This design comes from an exercise in tuning for small area on the open sky130 flow, not from production work. Only simulation tests tie the RTL to the original design; equivalence was not proved. No activity file was given, so power comes from the tool's default toggle rates.

==> inputs of run a <==
==> flow/design.v (excerpt) <==
module StoreBuffer(
    input wire CLK,
    input wire RST,
    input wire clear_speculative,  
    input wire reserve_1,
    input wire reserve_2,
    input wire LS_W,
    input wire [4:0] LS_index,
    input wire [15:0] LS_addr,
    input wire [15:0] LS_data,
    input wire [15:0] LS_search_addr,
    input wire pop_head,
    input wire [7:0] ROB_W,       
    input wire [39:0] SB_index,   
    output wire [4:0] free_index_1,
    output wire [4:0] free_index_2,
    output wire stall,
    output wire head_valid,
    output wire [15:0] head_addr,
    output wire [15:0] head_data,
    output wire LS_match,
    output wire [15:0] LS_search_data
);
    reg [31:0] valid;
    reg [31:0] executed;
    reg [31:0] retired;
    reg [15:0] addr [0:31];
    reg [15:0] data [0:31];
    reg [4:0] head;
    reg [4:0] tail;
    reg is_full;
    integer i;
    wire nclr = ~clear_speculative;
    wire res1 = reserve_1 & nclr;
    wire res2 = reserve_2 & nclr;
    wire lsw  = LS_W & nclr;
    wire [4:0] tail_p1 = tail + 5'd1;
    assign free_index_1 = tail;
  ...
export LEC_CHECK = 0
export CAP_MARGIN = 20
export CORE_MARGIN = 2
export CORE_UTILIZATION = 45
export PLACE_DENSITY = 0.6
export SLEW_MARGIN = 20
create_clock -name core_clock -period 100.0 [get_ports {CLK}]
standard.sh (not shown) runs the stock make flow with config.mk's settings and CLKGATE_MAP_FILE= SYNTH_SCRIPT=/design/flow/synth_recipe.tcl, a recipe that flattens the netlist after the stock synthesis.
==> flow/flow/run.sh <==
#!/bin/bash
# Standard ORFS layout with these changes to how the layout is made:
#  - synthesis maps logic with an area-oriented ABC script (flow/area.abc);
#    everything else in synthesis is the standard script, so the
#    registers, their names and cell types are unchanged
#  - the platform's don't-use list is extended with the high-drive (_2 and
#    up) logic cells and large buffers (flow/dont_use.txt), so repair fixes
#    slew with small buffers instead of upsizing gates
#  - port buffers use the smallest buffer cell
#  - CTS uses clkbuf_8 with small sink clusters and no dummy loads
set -euo pipefail
W=$PWD
{
  head -n 1 synth_recipe.tcl
  echo "proc abc {args} { set i [lsearch -exact \$args -script]; if {\$i >= 0} { lset args [expr {\$i + 1}] $W/flow/area.abc }; yosys abc {*}\$args }"
  tail -n +2 synth_recipe.tcl
} > my_synth.tcl
DU=$(tr '\n' ' ' < flow/dont_use.txt)
bash standard.sh \
  SYNTH_SCRIPT=$W/my_synth.tcl \
  "DONT_USE_CELLS=$DU" \
  "BUFFER_PORTS_ARGS=-buffer_cell sky130_fd_sc_hd__buf_1" \
  "CTS_ARGS=-sink_clustering_enable -repair_clock_nets -dont_use_dummy_load -buf_list {sky130_fd_sc_hd__clkbuf_8} -sink_clustering_size 16 -sink_clustering_max_diameter 60" \
  finish > flow.log 2>&1
==> flow/flow/area.abc <==
&get -n
&st
&deepsyn -T 400
&dch -f
&nf -a -R 1000
&put
mfs2
&get -n
&st
&dch -f
&nf -a -R 1000
&put
Other scripts of this flow, unchanged in this note and not shown: flow/flow/dont_use.txt
==> run b (differences from run a) <==
==> flow/flow/area.abc (replaced) <==
&get -n
&st
&dc2
&dch -f
&nf -a -R 1000
&put
mfs2
&get -n
&st
&dc2
&dch -f
&nf -a -R 1000
&put
mfs2
&get -n
&st
&dch -f
&nf -a -R 1000
&put
PLACE_DENSITY = 0.75   (was 0.6)
==> notes.md <==
Of run a and run b, run b has the higher sequential share of layout area (gap 0.074 points). In area after synthesis, run a and run b hardly differ. Of run a and run b, run a has the higher power (gap 2.8%, measured against run b). Setup slack: run a is worse than run b (1.9 ns).

---

==> inputs of 01-03 <==
==> flow/design.v <==
module StoreBuffer(
    input wire CLK,
    input wire RST,
    input wire clear_speculative,  
    input wire reserve_1,
    input wire reserve_2,
    input wire LS_W,
    input wire [4:0] LS_index,
    input wire [15:0] LS_addr,
    input wire [15:0] LS_data,
    input wire [15:0] LS_search_addr,
    input wire pop_head,
    input wire [7:0] ROB_W,       
    input wire [39:0] SB_index,   
    output wire [4:0] free_index_1,
    output wire [4:0] free_index_2,
    output wire stall,
    output wire head_valid,
    output wire [15:0] head_addr,
    output wire [15:0] head_data,
    output wire LS_match,
    output wire [15:0] LS_search_data
);
    reg [31:0] valid;
    reg [31:0] executed;
    reg [31:0] retired;
    reg [15:0] addr [0:31];
    reg [15:0] data [0:31];
    reg [4:0] head;
    reg [4:0] tail;
    reg is_full;
    integer i;
    wire nclr = ~clear_speculative;
    wire res1 = reserve_1 & nclr;
    wire res2 = reserve_2 & nclr;
    wire lsw  = LS_W & nclr;
    wire [4:0] tail_p1 = tail + 5'd1;
    assign free_index_1 = tail;
    assign free_index_2 = tail_p1;
    assign stall = is_full | (tail_p1 == head);
    reg [31:0] ge_head;
    reg [31:0] lt_tail;
    reg [31:0] hdec;      
    reg [31:0] tdec;      
    reg [31:0] tdec1;     
    always @(*) begin
        for (i = 0; i < 32; i = i + 1) begin
            ge_head[i] = (i >= head);
            lt_tail[i] = (i < tail);
        end
        hdec = ge_head & ~{ge_head[30:0], 1'b0};
        tdec = ~lt_tail & {lt_tail[30:0], 1'b1};
        tdec1 = {tdec[30:0], tdec[31]};
    end
    wire wrapf = (head > tail) | ((head == tail) & is_full);
    wire [31:0] active = wrapf ? (ge_head | lt_tail) : (ge_head & lt_tail);
    reg hv;
    reg [15:0] ha, hd;
    always @(*) begin
        hv = 1'b0;
        ha = 16'b0;
        hd = 16'b0;
        for (i = 0; i < 32; i = i + 1) begin
            hv = hv | (hdec[i] & valid[i] & executed[i] & retired[i]);
            ha = ha | ({16{hdec[i]}} & addr[i]);
            hd = hd | ({16{hdec[i]}} & data[i]);
        end
    end
    assign head_valid = hv;
    assign head_addr = ha;
    assign head_data = hd;
    reg [31:0] m;
    always @(*) begin
        for (i = 0; i < 32; i = i + 1)
            m[i] = valid[i] & executed[i] & active[i] & (addr[i] == LS_search_addr);
    end
    wire m_lo = |(m & ~ge_head);
    wire [31:0] mx = m & (m_lo ? ~ge_head : ge_head);
    reg [31:0] msel;
    reg macc;
    reg [15:0] sd;
    always @(*) begin
        macc = 1'b0;
        for (i = 31; i >= 0; i = i - 1) begin
            msel[i] = mx[i] & ~macc;
            macc = macc | mx[i];
        end
        sd = 16'b0;
        for (i = 0; i < 32; i = i + 1)
            sd = sd | ({16{msel[i]}} & data[i]);
    end
    assign LS_match = |m;
    assign LS_search_data = sd;
    wire [31:0] c = valid & retired;
    wire c_lo = |(c & ~ge_head);
    wire [31:0] cx = c & (c_lo ? ~ge_head : ge_head);
    reg [4:0] cidx;
    always @(*) begin
        cidx = 5'd0;
        for (i = 0; i < 32; i = i + 1)
            if (cx[i]) cidx = i;
    end
    wire [4:0] mispredict_new_tail = (|c) ? cidx + 5'd1 : head;
    reg [31:0] ret;
    always @(*) begin
        ret = 32'b0;
        for (i = 0; i < 8; i = i + 1)
            if (ROB_W[i]) ret = ret | (32'b1 << SB_index[5*i +: 5]);
    end
    reg [31:0] wdec;
    always @(*) begin
        wdec = 32'b0;
        wdec[LS_index] = lsw;
    end
    wire [31:0] resv = ({32{res1}} & tdec) | ({32{res2}} & tdec1);
    wire [31:0] popv = {32{pop_head}} & hdec;
    wire [31:0] we = wdec | {32{RST}};
    wire [15:0] wa = LS_addr & {16{~RST}};
    wire [15:0] wd = LS_data & {16{~RST}};
    wire [4:0] tail_next = tail + {4'b0, res1} + {4'b0, res2};
    always @(posedge CLK) begin
        for (i = 0; i < 32; i = i + 1)
            if (we[i]) begin
                addr[i] <= wa;
                data[i] <= wd;
            end
        executed <= wdec | (executed & ~resv);
        retired <= ret | (retired & ~resv);
        if (RST)
            valid <= 32'b0;
        else if (clear_speculative)
            valid <= valid & retired;
        else
            valid <= (valid | resv) & ~popv;
        if (RST) begin
            head <= 5'd0;
            tail <= 5'd0;
            is_full <= 1'b0;
        end else if (clear_speculative) begin
            tail <= mispredict_new_tail;
            is_full <= 1'b0;
        end else begin
            tail <= tail_next;
            if (pop_head) begin
                head <= head + 5'd1;
                is_full <= 1'b0;
            end else if ((res1 | res2) & (tail_next == head))
                is_full <= 1'b1;
        end
    end
endmodule
==> flow/run.sh <==
#!/bin/bash
# synth_recipe.tcl (not shown) runs the flow's synth.tcl, then flattens the netlist and writes it again
# the make line also repeats each setting of config.mk as NAME=value (left out here)
make -C /OpenROAD-flow-scripts/flow DESIGN_CONFIG=/design/flow/config.mk WORK_HOME=/design/flow/orfs CLKGATE_MAP_FILE= SYNTH_SCRIPT=/design/flow/synth_recipe.tcl finish
==> flow/config.mk <==
export PLATFORM = sky130hd
export DESIGN_NAME = StoreBuffer
export DESIGN_NICKNAME = StoreBuffer
export VERILOG_FILES = /design/flow/design.v
export SDC_FILE = /design/flow/constraint.sdc
export NUM_CORES = 4
export LEC_CHECK = 0
export CAP_MARGIN = 20
export CORE_MARGIN = 2
export CORE_UTILIZATION = 40
export PLACE_DENSITY = 0.6
export SLEW_MARGIN = 20
==> flow/constraint.sdc <==
create_clock -name core_clock -period 100.0 [get_ports {CLK}]
set_input_delay 20.0000 -clock core_clock [delete_from_list [all_inputs] [get_ports {CLK}]]
set_output_delay 20.0000 -clock core_clock [all_outputs]
set_load 0.01 [all_outputs]
==> 10-11 (differences from 01-03) <==
--- a/flow/design.v
+++ b/flow/design.v
@@ -77,14 +77,16 @@
     wire m_lo = |(m & ~ge_head);
     wire [31:0] mx = m & (m_lo ? ~ge_head : ge_head);
     reg [31:0] msel;
-    reg macc;
+    reg [31:0] sfx;
     reg [15:0] sd;
     always @(*) begin
-        macc = 1'b0;
-        for (i = 31; i >= 0; i = i - 1) begin
-            msel[i] = mx[i] & ~macc;
-            macc = macc | mx[i];
-        end
+        sfx = mx;
+        sfx = sfx | (sfx >> 1);
+        sfx = sfx | (sfx >> 2);
+        sfx = sfx | (sfx >> 4);
+        sfx = sfx | (sfx >> 8);
+        sfx = sfx | (sfx >> 16);
+        msel = mx & ~(sfx >> 1);
         sd = 16'b0;
         for (i = 0; i < 32; i = i + 1)
             sd = sd | ({16{msel[i]}} & data[i]);
--- a/flow/config.mk
+++ b/flow/config.mk
@@ -7,6 +7,9 @@
 export LEC_CHECK = 0
 export CAP_MARGIN = 20
 export CORE_MARGIN = 2
-export CORE_UTILIZATION = 40
+export CORE_UTILIZATION = 45
+export CTS_BUF_LIST = sky130_fd_sc_hd__clkbuf_8
+export CTS_CLUSTER_DIAMETER = 50
+export CTS_CLUSTER_SIZE = 15
 export PLACE_DENSITY = 0.6
 export SLEW_MARGIN = 20
==> notes.md <==
The library cells used most frequently in the layout, excluding fill and tap cells, are 1024 x sky130_fd_sc_hd__edfxtp_1, 428 x sky130_fd_sc_hd__nand2_1, 271 x sky130_fd_sc_hd__xor2_1. The run finished with no timing, DRC or antenna violations. The wire-length estimate of the detail-placed layout is 210000 um. The post-synth design cell area came out at ~57000 um^2. The part of the total power dissipated in sequential elements is 55.6%.

The length of routed met3 wiring is 52300 um.
-- figures above: 10-11

==> notes.md <==
The flow ran to the end and the layout has no timing, DRC or antenna violations. The part of the total power dissipated in sequential elements is 50.8%. Wire segments on met3 add up to 48300 um in the final route.

In this run the cell area of the synthesized design comes to roughly 57000 um^2. In this run the static leakage power is 21.4 nW. For this design the total switching power over the nets is 0.325 mW.
-- figures above: 01-03

## separate check: timing with driven ports
The results above use ideal ports. As a check the final layouts listed here were re-extracted and re-timed, cells and wires unchanged.
Step 1 sets driving cells, clkbuf_16 on the clock port and buf_2 on the other inputs (assumed; they add their load-dependent delay and slew).
Step 2 also shifts input and output timing later by t, the mid clock arrival at the registers, as if the neighbouring blocks saw the same clock.
Three values: ideal, step 1, step 2; two values: the first two.
run	shift t [ns]	setup slack, ns	hold slack, ns	worst setup path after step 2
run a	0.946	46.284 / 46.247 / 46.247	0.456 / 0.456 / 0.456	input to output
run b	0.942	48.199 / 48.166 / 48.166	0.455 / 0.455 / 0.455	input to output
01-03	0.843	52.268 / 52.246 / 52.246	0.482 / 0.482 / 0.482	input to output
10-11	0.982	51.896 / 51.859 / 51.859	0.475 / 0.475 / 0.475	input to output
After both steps setup and hold are still met in every run listed.
